Background: an optimization exercise with open tools, aiming at small area. Do not read the settings as production practice. In this exercise RTL edits were held to simulation tests only and were not proved equivalent to the original. Power figures rest on the tool's default switching activity, not on a simulated workload.

==> run.sh <==
#!/bin/bash
# synth_recipe.tcl (not shown) runs the flow's synth.tcl, then flattens the netlist and writes it again
# the make line also repeats each setting of config.mk as NAME=value (left out here)
make -C /OpenROAD-flow-scripts/flow DESIGN_CONFIG=/design/flow/config.mk WORK_HOME=/design/flow/orfs CLKGATE_MAP_FILE= SYNTH_SCRIPT=/design/flow/synth_recipe.tcl finish
==> constraint.sdc <==
create_clock -name core_clock -period 10.0 [get_ports {clk}]
set_input_delay 2.0000 -clock core_clock [delete_from_list [all_inputs] [get_ports {clk}]]
set_output_delay 2.0000 -clock core_clock [all_outputs]
set_load 0.01 [all_outputs]
==> design.v <==
module RAM_set (
    input      [4:0] c,
    input      [2:0] r,
    output reg [6:0] col
);
  always @(*) begin
    case ({c, r})
      8'd1: col = 7'b0111110;
      8'd2: col = 7'b1010001;
      8'd3: col = 7'b1001001;
      8'd4: col = 7'b1000101;
      8'd5: col = 7'b0111110;
      8'd10: col = 7'b1000010;
      8'd11: col = 7'b1111111;
      8'd12: col = 7'b1000000;
      8'd17: col = 7'b1000010;
      8'd18: col = 7'b1100001;
      8'd19: col = 7'b1010001;
      8'd20: col = 7'b1001001;
      8'd21: col = 7'b1000110;
      8'd25: col = 7'b0100010;
      8'd26: col = 7'b1000001;
      8'd27: col = 7'b1001001;
      8'd28: col = 7'b1001001;
      8'd29: col = 7'b0110110;
      8'd33: col = 7'b0011000;
      8'd34: col = 7'b0010100;
      8'd35: col = 7'b0010010;
      8'd36: col = 7'b1111111;
      8'd37: col = 7'b0010000;
      8'd41: col = 7'b0100111;
      8'd42: col = 7'b1000101;
      8'd43: col = 7'b1000101;
      8'd44: col = 7'b1000101;
      8'd45: col = 7'b0111001;
      8'd49: col = 7'b0111110;
      8'd50: col = 7'b1001001;
      8'd51: col = 7'b1001001;
      8'd52: col = 7'b1001001;
      8'd53: col = 7'b0110010;
      8'd57: col = 7'b1100001;
      8'd58: col = 7'b0010001;
      8'd59: col = 7'b0001001;
      8'd60: col = 7'b0000101;
      8'd61: col = 7'b0000011;
      8'd65: col = 7'b0110110;
      8'd66: col = 7'b1001001;
      8'd67: col = 7'b1001001;
      8'd68: col = 7'b1001001;
      8'd69: col = 7'b0110110;
      8'd73: col = 7'b0100110;
      8'd74: col = 7'b1001001;
      8'd75: col = 7'b1001001;
      8'd76: col = 7'b1001001;
      8'd77: col = 7'b0111110;
      8'd81: col = 7'b1111100;
      8'd82: col = 7'b0010010;
      8'd83: col = 7'b0010001;
      8'd84: col = 7'b0010010;
      8'd85: col = 7'b1111100;
      8'd89: col = 7'b1111111;
      8'd90: col = 7'b1001001;
      8'd91: col = 7'b1001001;
      8'd92: col = 7'b1001001;
      8'd93: col = 7'b0110110;
      8'd97: col = 7'b0111110;
      8'd98: col = 7'b1000001;
      8'd99: col = 7'b1000001;
      8'd100: col = 7'b1000001;
      8'd101: col = 7'b0100010;
      8'd105: col = 7'b1111111;
      8'd106: col = 7'b1000001;
      8'd107: col = 7'b1000001;
      8'd108: col = 7'b1000001;
      8'd109: col = 7'b0111110;
      8'd113: col = 7'b1111111;
      8'd114: col = 7'b1001001;
      8'd115: col = 7'b1001001;
      8'd116: col = 7'b1001001;
      8'd117: col = 7'b1000001;
      8'd121: col = 7'b1111111;
      8'd122: col = 7'b0001001;
      8'd123: col = 7'b0001001;
      8'd124: col = 7'b0001001;
      8'd125: col = 7'b0000001;
      8'd129: col = 7'b0111110;
      8'd130: col = 7'b1000001;
      8'd131: col = 7'b1000001;
      8'd132: col = 7'b1000001;
      8'd133: col = 7'b0111110;
      8'd137: col = 7'b1111111;
      8'd138: col = 7'b0000010;
      8'd139: col = 7'b0000100;
      8'd140: col = 7'b0001000;
      8'd141: col = 7'b1111111;
      8'd145: col = 7'b0100110;
      8'd146: col = 7'b1001001;
      8'd147: col = 7'b1001001;
      8'd148: col = 7'b1001001;
      8'd149: col = 7'b0110010;
      8'd153: col = 7'b1111111;
      8'd154: col = 7'b0000010;
      8'd155: col = 7'b0001100;
      8'd156: col = 7'b0000010;
      8'd157: col = 7'b1111111;
      8'd161: col = 7'b0000001;
      8'd162: col = 7'b0000001;
      8'd163: col = 7'b1111111;
      8'd164: col = 7'b0000001;
      8'd165: col = 7'b0000001;
      8'd169: col = 7'b1111111;
      8'd170: col = 7'b0001001;
      8'd171: col = 7'b0011001;
      8'd172: col = 7'b0101001;
      8'd173: col = 7'b1000110;
      8'd177: col = 7'b0011111;
      8'd178: col = 7'b0100000;
      8'd179: col = 7'b1000000;
      8'd180: col = 7'b0100000;
      8'd181: col = 7'b0011111;
      default: col = 7'b0000000;
    endcase
  end
endmodule
module vga_top (
    input             clk,
    input             rst,
    input      [31:0] record,
    input      [ 6:0] state,
    output     [ 3:0] red,
    output     [ 3:0] green,
    output     [ 3:0] blue,
    output            hs,
    output            vs
);
  reg [1:0] ph;
  reg [6:0] q;
  reg [2:0] r;
  reg [9:0] v;
  reg       pix;
  reg       colr;
  wire step = (ph == 2'd1);
  wire hend = (q == 7'd119) && (r == 3'd2);
  always @(posedge clk or negedge rst)
    if (!rst) ph <= 2'd0;
    else ph <= ph + 2'd1;
  always @(posedge clk or negedge rst)
    if (!rst) begin
      q <= 7'd5;
      r <= 3'd1;
    end else if (step) begin
      if (hend) begin
        q <= 7'd5;
        r <= 3'd1;
      end else if (r == 3'd6) begin
        q <= q + 7'd1;
        r <= 3'd0;
      end else r <= r + 3'd1;
    end
  always @(posedge clk or negedge rst)
    if (!rst) v <= 10'd0;
    else if (step) begin
      if (v == 10'd524) v <= 10'd0;
      else if (hend) v <= v + 10'd1;
    end
  assign hs = (q > 7'd18) || (q == 7'd18 && r == 3'd6);
  assign vs = (v >= 10'd2);
  reg [4:0] wcode;
  always @(*) begin
    case (state)
      7'b1100010:
        case (q)
          7'd50: wcode = 5'd10;
          7'd52: wcode = 5'd16;
          7'd53: wcode = 5'd17;
          default: wcode = 5'd31;
        endcase
      7'b1000001:
        case (q)
          7'd50: wcode = 5'd10;
          7'd52: wcode = 5'd16;
          7'd53: wcode = 5'd15;
          7'd54: wcode = 5'd15;
          default: wcode = 5'd31;
        endcase
      7'b0110010:
        case (q)
          7'd50: wcode = 5'd18;
          7'd52: wcode = 5'd16;
          7'd53: wcode = 5'd17;
          default: wcode = 5'd31;
        endcase
      7'b0010001:
        case (q)
          7'd50: wcode = 5'd18;
          7'd52: wcode = 5'd16;
          7'd53: wcode = 5'd15;
          7'd54: wcode = 5'd15;
          default: wcode = 5'd31;
        endcase
      7'b0001001:
        case (q)
          7'd50: wcode = 5'd19;
          7'd52: wcode = 5'd16;
          7'd53: wcode = 5'd15;
          7'd54: wcode = 5'd15;
          default: wcode = 5'd31;
        endcase
      7'b0101010:
        case (q)
          7'd50: wcode = 5'd19;
          7'd52: wcode = 5'd16;
          7'd53: wcode = 5'd17;
          default: wcode = 5'd31;
        endcase
      7'b0101011:
        case (q)
          7'd50: wcode = 5'd19;
          7'd52: wcode = 5'd16;
          7'd53: wcode = 5'd17;
          7'd55: wcode = 5'd18;
          7'd56: wcode = 5'd20;
          7'd57: wcode = 5'd10;
          7'd58: wcode = 5'd21;
          7'd59: wcode = 5'd20;
          default: wcode = 5'd31;
        endcase
      7'b0101100:
        case (q)
          7'd50: wcode = 5'd19;
          7'd52: wcode = 5'd16;
          7'd53: wcode = 5'd17;
          7'd55: wcode = 5'd19;
          7'd56: wcode = 5'd16;
          7'd57: wcode = 5'd22;
          7'd58: wcode = 5'd14;
          default: wcode = 5'd31;
        endcase
      default: wcode = 5'd31;
    endcase
  end
  reg [3:0] nib;
  always @(*) begin
    case (q[2:0])
      3'd0: nib = record[31:28];
      3'd1: nib = record[27:24];
      3'd2: nib = record[23:20];
      3'd3: nib = record[19:16];
      3'd4: nib = record[15:12];
      3'd5: nib = record[11:8];
      3'd6: nib = record[7:4];
      default: nib = record[3:0];
    endcase
  end
  wire       recslot = (q[6:3] == 4'd5);
  wire       wslot = (q >= 7'd50) && (q <= 7'd59);
  wire [4:0] code = recslot ? {1'b0, nib} : (wslot ? wcode : 5'd31);
  wire [6:0] col;
  RAM_set u_font (
      .c  (code),
      .r  (r),
      .col(col)
  );
  wire [9:0] row = v - 10'd35;
  wire vin = (v >= 10'd35) && (v <= 10'd41);
  wire fbit = vin && col[row[2:0]];
  always @(posedge clk)
    if (ph[1] || !wslot) pix <= fbit;
  always @(posedge clk or negedge rst)
    if (!rst) colr <= 1'b0;
    else if (step) colr <= pix;
  assign red = {4{colr}};
  assign green = {4{colr}};
  assign blue = {4{colr}};
endmodule
==> config.mk <==
export PLATFORM = sky130hd
export DESIGN_NAME = vga_top
export DESIGN_NICKNAME = vga_top
export VERILOG_FILES = /design/flow/design.v
export SDC_FILE = /design/flow/constraint.sdc
export NUM_CORES = 4
export LEC_CHECK = 0
export CAP_MARGIN = 20
export CORE_MARGIN = 2
export CORE_UTILIZATION = 40
export SLEW_MARGIN = 20
==> results of run 1 <==
-- through the flow --
stage | instance area (um2) | utilization, % | worst slack, ns | instances | total power, mW
after floorplan | 3641 | - | 4.882 | 494 | 0.1087
after global placement | 4103 | 46.82 | 3.931 | 612 | 0.1282
after detailed placement | 4103 | 46.82 | 3.875 | 612 | 0.1288
after CTS | 4148 | 47.33 | 4.162 | 616 | 0.1889
after global routing | 4143 | 47.27 | 3.808 | 616 | 0.1943
final | 4143 | 47.27 | 4.041 | 616 | 0.1858
-- worst min-delay path by stage --
stage,from,endpoint,slack [ns],cells past startpoint
floorplan,ph[0],ph[0],0.40,1
global placement,ph[0],ph[0],0.41,1
detailed placement,ph[0],ph[0],0.42,1
CTS,ph[0],ph[0],0.44,1
global route,ph[0],ph[0],0.45,1
finish,ph[0],ph[0],0.43,1
-- worst register-to-register path: cells and delay by family, from the launching register on --
kind	cells	cell delay, ns
AO/OA/AOI/OAI	6	2.23
AND/OR/NAND/NOR	5	1.46
flip-flops	1	0.65
adder cells (fa/ha/maj)	1	0.43
buffers and inverters	1	0.11
-- power breakdown --
part,total (mW),switching [mW],internal (mW),leakage [nW]
combinational,0.0294,0.0111,0.0183,1.26
clock,0.0589,0.0304,0.0285,0.0228
sequential,0.0975,0,0.0975,0.314
-- layout make-up --
cell class | instances | share of cell area [%]
multi-input cells | 400 | 65.21
repair buffers | 59 | 13.83
well taps | 108 | 3.262
inverters | 21 | 1.903
clock buffers | 4 | 1.087
flip-flops and latches | 24 | 14.71
-- routing by layer --
layer	up-vias	routed length, um	global-route usage, %
li1	1895	-	-
met5	-	0	0
met1	1901	5365	34.01
met3	20	720	1.476
met4	0	169	6.112
met2	170	5198	37.79
-- cell usage after synthesis (5+ instances only) --
library cell	instances
nand3_1	13
o211ai_1	5
buf_2	16
nor2b_1	6
clkbuf_1	17
nor3_1	17
a211oi_1	12
nand2b_1	8
and2_1	5
and3_1	6
xnor2_1	7
a31oi_1	10
xor2_1	6
buf_4	15
mux2i_1	10
o221ai_1	6
a21oi_1	27
nand2_1	42
o21ai_0	36
nor4_1	7
and3b_1	5
nand4_1	10
a221o_1	6
inv_1	20
o2111ai_1	5
nor3b_1	8
ha_1	17
dfrtp_1	20
nor2_1	39
-- cell families after synthesis --
logic type	share of synthesized area, %
compound gates	32.85
xor+xnor	3.127
fa+ha+maj	5.842
buf+inv	9.313
flops	16.74
mux	3.368
simple gates	28.76
-- registers in the layout, summed over array words and instances, names as in the netlist --
signal,cells
colr,1
q,7
ph,2
r,3
pix,1
v,10
==> results_dict.tcl, run 1 <==
set metrics [dict create \
    run_status "timing/DRC/antenna clean" \
    drc_errors 0 \
    ioPinCount 55 \
    tightest_slew_ns 0.9715 \
    io_buffers 54 \
    num_vias 3986 \
    r2r_cells 13 \
    dp_hpwl_um 8517 \
    cts_repair_resize_count 0 \
    grt_start_max_net_pins 46 \
    synth_top_area_share_pct 13.75 \
    ff_latch_area_um2 609.3 \
    grt_usage_pct 23.40 \
    gp_congestion 0.9747 \
    antenna_left 0 \
    diodes 0 \
    ys_warn_count 2 \
    hold_class "reg2reg" \
    grt_pass1_wl_um 19230 \
    tns_ns 0 \
    numClockSinks 24 \
    mostFrequentLayoutCell "clkdlybuf4s50_1" \
    worstPathMaxFanout 45 \
    seq_area_frac_synth_pct 16.74 \
    max_freq_mhz 167.8 \
    rows 34 \
    cts_tree "done" \
    finalHoldViolations 0 \
    min_period_ns 5.959 \
    crit_family "simple AND/OR/NAND/NOR gates" \
    reg2reg_slack_ns 4.88 \
    setup_viol 0 \
    peakVddDrop_v 0.00006008 \
    coreArea_um2 8763 \
    clock_path_buffers 2 \
    critPathBufInv 2 \
    clock-skew-final_ns 0.005096 \
    arrival_ns 5.99 \
    slew_headroom_pct 34.64 \
    clk_pin_slew_ns 0.08 \
    leakage_nw 1.593 \
    htree_num_levels 1 \
    synth.cell_area_um2 3641 \
    slowest_delay_ns 0.68 \
    path_common_cell "a221o_1" \
    via_per_inst 6.471 \
    initialDrtViolationCount 385 \
    max-cap-violations 0 \
    async_reset_ff_share_pct 95.83 \
    drt_pass1_iterations 7 \
    multi_input_area_um2 2701 \
    grt_pass1_vias 3839 \
    cp_data_required_time_ns 10.03 \
    final_net_count 567 \
    wl_um 11450 \
    ctsRootBufferMaster "clkbuf_8" \
    drive_gt1_share_pct 4.921 \
    layout_common_cells "clkdlybuf4s50_1 (53), nand2_1 (42), nor2_1 (39)" \
    synth_area_leaders "dfrtp_1 (14%), ha_1 (5.8%), o21ai_0 (4.9%), nand2_1 (4.3%), nor2_1 (4.0%)" \
    antenna_found_initial 0 \
    avgSynthCellArea_um2 7.370 \
    synthesis.instances 494 \
    die-area_um2 9881 \
    cp_slowest_cell "nor4b_1" \
    finalHoldWorstSlack_ns 0.4333 \
    drv_slew 0 \
    synth_cell_types 73 \
    synth_edf_count 1 \
    crit_end "pix" \
    die_x_um 99.41 \
    crit_chain "clkdlybuf4s50_1 > and4bb_2 > nand2_1 > nor3_1 > nor4b_1 > a31oi_4 > buf_4 > nor2_1 > mux2i_1 > a221o_1 > a311oi_1 > a221o_1 > o221a_1" \
    startpoint "state[4]" \
    fin_crit_sh_pct 59.59 \
    cts_hold_buffers 0 \
    syn_nets 552 \
    r2r-end "pix" \
    start_util_pct 41.55 \
    yosysTopAreaCell "dfrtp_1" \
    power_density_nw_per_um2 44.85 \
    postCtsSetupBuffers 0 \
    ys_ff_latch 24 \
    cts_inserted_buffers 3 \
    syn2layout_area_growth_pct 13.78 \
    dieHeight_um 99.41 \
    wl_per_cell_um 18.59 \
    worst-path-stages 13 \
    gr-total-overflow 0 \
    critical_path_class "in2reg" \
    fill_cells 887 \
    end_kind "flop" \
    setup.worst_path.start_class "input port" \
    synth_flop_cell "dfrtp_1" \
    rsz0062_at_grt "false" \
    clk_latency_ns 0.27 \
    r2r_start "q[0]" \
]
==> run 2: changes to the inputs <==
==> flow/run.sh (new file) <==
#!/bin/bash
set -uo pipefail
W=$PWD
{
  echo 'proc abc {args} {'
  echo '  set i [lsearch -exact $args -script]'
  echo '  if {$i >= 0} { set args [lreplace $args [expr {$i + 1}] [expr {$i + 1}] $::env(OWN_ABC_SCRIPT)] }'
  echo '  yosys abc {*}$args'
  echo '}'
  cat "$W/synth_recipe.tcl"
} > "$W/own_synth.tcl"
sed -E "s#'?SYNTH_SCRIPT=[^ ]*#SYNTH_SCRIPT=$W/own_synth.tcl#" "$W/standard.sh" > "$W/own_standard.sh"
export OWN_ABC_SCRIPT="$W/flow/area.abc"
export BUFFER_PORTS_ARGS="-buffer_cell sky130_fd_sc_hd__buf_1"
for t in synth floorplan place cts route finish; do
  echo "== $t"
  if ! bash "$W/own_standard.sh" "$t" > "$W/log_$t.txt" 2>&1; then
    echo "step $t failed"
    tail -40 "$W/log_$t.txt"
    exit 1
  fi
done
ls -l "$W/out"
==> flow/area.abc (new file) <==
strash
&get -n
&deepsyn -T 60
&put
dch -f
amap
topo
==> standard.sh (new file) <==
#!/bin/bash
# synth_recipe.tcl (not shown) runs the flow's synth.tcl, then flattens the netlist and writes it again
# the make line also repeats each setting of config.mk as NAME=value (left out here)
make -C /OpenROAD-flow-scripts/flow DESIGN_CONFIG=/design/flow/config.mk WORK_HOME=/design/flow/orfs CLKGATE_MAP_FILE= SYNTH_SCRIPT=/design/flow/synth_recipe.tcl "${@:-finish}"
removed: run.sh
==> results_dict.tcl, run 2 <==
set metrics [dict create \
    mostFrequentLayoutCell "clkinv_1" \
    synth_cell_types 42 \
    dieHeight_um 85.51 \
    rsz0062_at_grt "false" \
    crit_chain "buf_1 > nor2_1 > a21oi_1 > nand2_1 > a211oi_1 > nand2b_1 > o22ai_1 > clkinv_1 > nor2_1 > clkinv_1 > o221ai_1 > nand2_1 > o2111a_1 > a2111oi_0 > o21ai_0 > o21a_1 > a2111oi_0" \
    worstPathMaxFanout 12 \
    hold_class "reg2reg" \
    gr-total-overflow 0 \
    synth_area_leaders "dfrtp_1 (19%), clkinv_1 (8.8%), nor2_1 (8.5%), ha_1 (8.0%), o21ai_0 (6.8%)" \
    clock-skew-final_ns 0.003380 \
    clk_pin_slew_ns 0.09 \
    fin_crit_sh_pct 60.62 \
    leakage_nw 1.102 \
    async_reset_ff_share_pct 95.83 \
    critPathBufInv 3 \
    syn2layout_area_growth_pct 11.49 \
    drv_slew 0 \
    dpl_cell_area_um2 2897 \
    cp_data_required_time_ns 10.05 \
    end_kind "flop" \
    tightest_slew_ns 0.9506 \
    top_regs "v (10), q (7), r (3)" \
    layout_common_cells "clkinv_1 (62), nor2_1 (60), buf_1 (54)" \
    diodes 0 \
    antenna_left 0 \
    clk_latency_ns 0.27 \
    rows 29 \
    cts_hold_buffers 0 \
    ys_warn_count 2 \
    grt_pass1_wl_um 13940 \
    dpl_worst_slack_ns 3.843 \
    peakVddDrop_v 0.00006921 \
    coreArea_um2 6386 \
    htree_num_levels 1 \
    drt_pass1_iterations 5 \
    gp_congestion 1.042 \
    critical_path_class "in2reg" \
    initialDrtViolationCount 295 \
    synth_top_area_share_pct 18.83 \
    cp_slowest_cell "o22ai_1" \
    die-area_um2 7312 \
    top_register "v" \
    ctsRootBufferMaster "clkbuf_8" \
    crit_family "compound AO/OA/AOI/OAI gates" \
    ioPinCount 55 \
    arrival_ns 6.11 \
    syn_nets 450 \
    setup.worst_path.start_class "input port" \
    tns_ns 0 \
    power_density_nw_per_um2 65.69 \
    cts_tree "done" \
    synthesis.instances 392 \
    min_period_ns 6.062 \
    start_util_pct 41.61 \
    io_buffers 54 \
    slew_headroom_pct 36.04 \
    dp_hpwl_um 6720 \
    total_power_mw 0.1946 \
    cts_inserted_buffers 3 \
    synth_flop_cell "dfrtp_1" \
    drc_errors 0 \
    largest_reg_flops 10 \
    cts_repair_resize_count 0 \
    ys_ff_latch 24 \
    slowest_delay_ns 0.70 \
    final_net_count 501 \
    seq_area_frac_synth_pct 22.93 \
    via_per_inst 6.156 \
    wl_per_cell_um 16.37 \
    synth.cell_area_um2 2658 \
    synth.most_common_cell "clkinv_1" \
    grt_pass1_vias 2870 \
    setup_viol 0 \
    grt_usage_pct 23.47 \
    finalHoldViolations 0 \
    clock_path_buffers 2 \
    wl_um 8497 \
    yosysTopAreaCell "dfrtp_1" \
    antenna_found_initial 0 \
    synth_edf_count 1 \
    max_freq_mhz 165.0 \
    fin_area_um2 2963 \
    worst_slack_ns 3.938 \
    fill_cells 663 \
    die_x_um 85.51 \
    num_vias 3195 \
    max-cap-violations 0 \
    drive_gt1_share_pct 2.489 \
    grt_start_max_net_pins 24 \
    avgSynthCellArea_um2 6.779 \
    numClockSinks 24 \
    run_status "timing/DRC/antenna clean" \
    netlist_top_cells_count "clkinv_1 (62), nor2_1 (60), o21ai_0 (36), nand2_1 (34), a21oi_1 (31)" \
    postCtsSetupBuffers 0 \
]
==> run 2: kinds of logic (layout without fill, tap and decap cells) <==
kind of cell	after synthesis	in the layout	synth area share, %
flops	24	24	22.93
fa+ha+maj	17	17	8.004
compound gates	141	141	34.84
simple gates	136	136	22.08
buf+inv	74	124	12.15
==> run 2: power by group <==
group	internal, mW	total [mW]	switching (mW)
clock network	0.0435	0.0769	0.0334
logic	0.00804	0.0202	0.0122
registers	0.0975	0.0975	0
total	0.149	0.195	0.0456
==> run 2: path summary, 6_finish.rpt <==
kind	from	endpoint	slack, ns	cells past startpoint
setup / recovery	state[1]	pix	3.94	17
hold / removal	ph[0]	ph[0]	0.46	1
setup reg to reg	q[0]	pix	4.57	18
hold reg to reg	ph[0]	ph[0]	0.46	1
max in group asynchronous	rst	r[0]	8.04	2
min in group asynchronous	rst	v[0]	1.68	2
==> run 2: cell type report <==
class | count | area, um2 | area share [%]
clock buffers | 4 | 66.31 | 2.238
inverters | 62 | 232.7 | 7.855
multi-input cells | 294 | 1725 | 58.23
flip-flops and latches | 24 | 609.3 | 20.57
well taps | 77 | 96.34 | 3.252
repair buffers | 58 | 232.7 | 7.855
==> run 2: stage by stage <==
stage               utilization (%)  hold WS, ns  instances
finish                        46.39       0.4575        519
detailed placement            45.36       0.4519        515
global placement              45.36       0.4404        515
floorplan                         -       0.4272        392
global route                  46.39       0.4936        519
CTS                           46.39       0.4692        519
==> run 2: worst reg2reg max path, stage by stage, from the launching register on <==
cell and delay [ns]:
dfstp_2 0.61, clkinv_1 0.17, ha_1 0.44, o21ai_0 0.32, nor2_1 0.10, a21oi_1 0.17, a211oi_1 0.08, nand2b_1 0.17
o22ai_1 0.70, clkinv_1 0.35, nor2_1 0.41, clkinv_1 0.29, o221ai_1 0.26, nand2_1 0.08, o2111a_1 0.14, a2111oi_0 0.33
o21ai_0 0.15, o21a_1 0.13, a2111oi_0 0.29
==> run 2: layer usage <==
metal  GRT usage, %  vias to the layer above  wire [um]
met4          9.235                        0        370
met1          31.69                     1466       3682
met5              0                        -          0
met2          37.50                      183       3817
li1               -                     1508          -
met3          4.042                       38        627

==> afterwards: timing with drivers on the ports <==
No port has a modelled driver above. Below, the same layouts with a new extraction and two added sets of constraints. Step 1: set_driving_cell puts a clkbuf_16 on clk and a buf_2 on each other input, an assumption about the parent block. Step 2 also shifts input and output timing later by t, the mid clock arrival at the registers, as if the neighbouring blocks saw the same clock. a / b / c = ideal / step 1 / step 2; a / b = the first two.
run | t, ns | setup slack, ns | worst hold slack (ns) | worst setup path after step 2
run 1 | 0.293 | 4.041 / 4.045 / 3.751 | 0.433 / 0.433 / 0.433 | input to register
run 2 | 0.293 | 3.938 / 3.941 / 3.648 | 0.458 / 0.458 / 0.458 | input to register
After both steps every run listed still meets setup and hold.
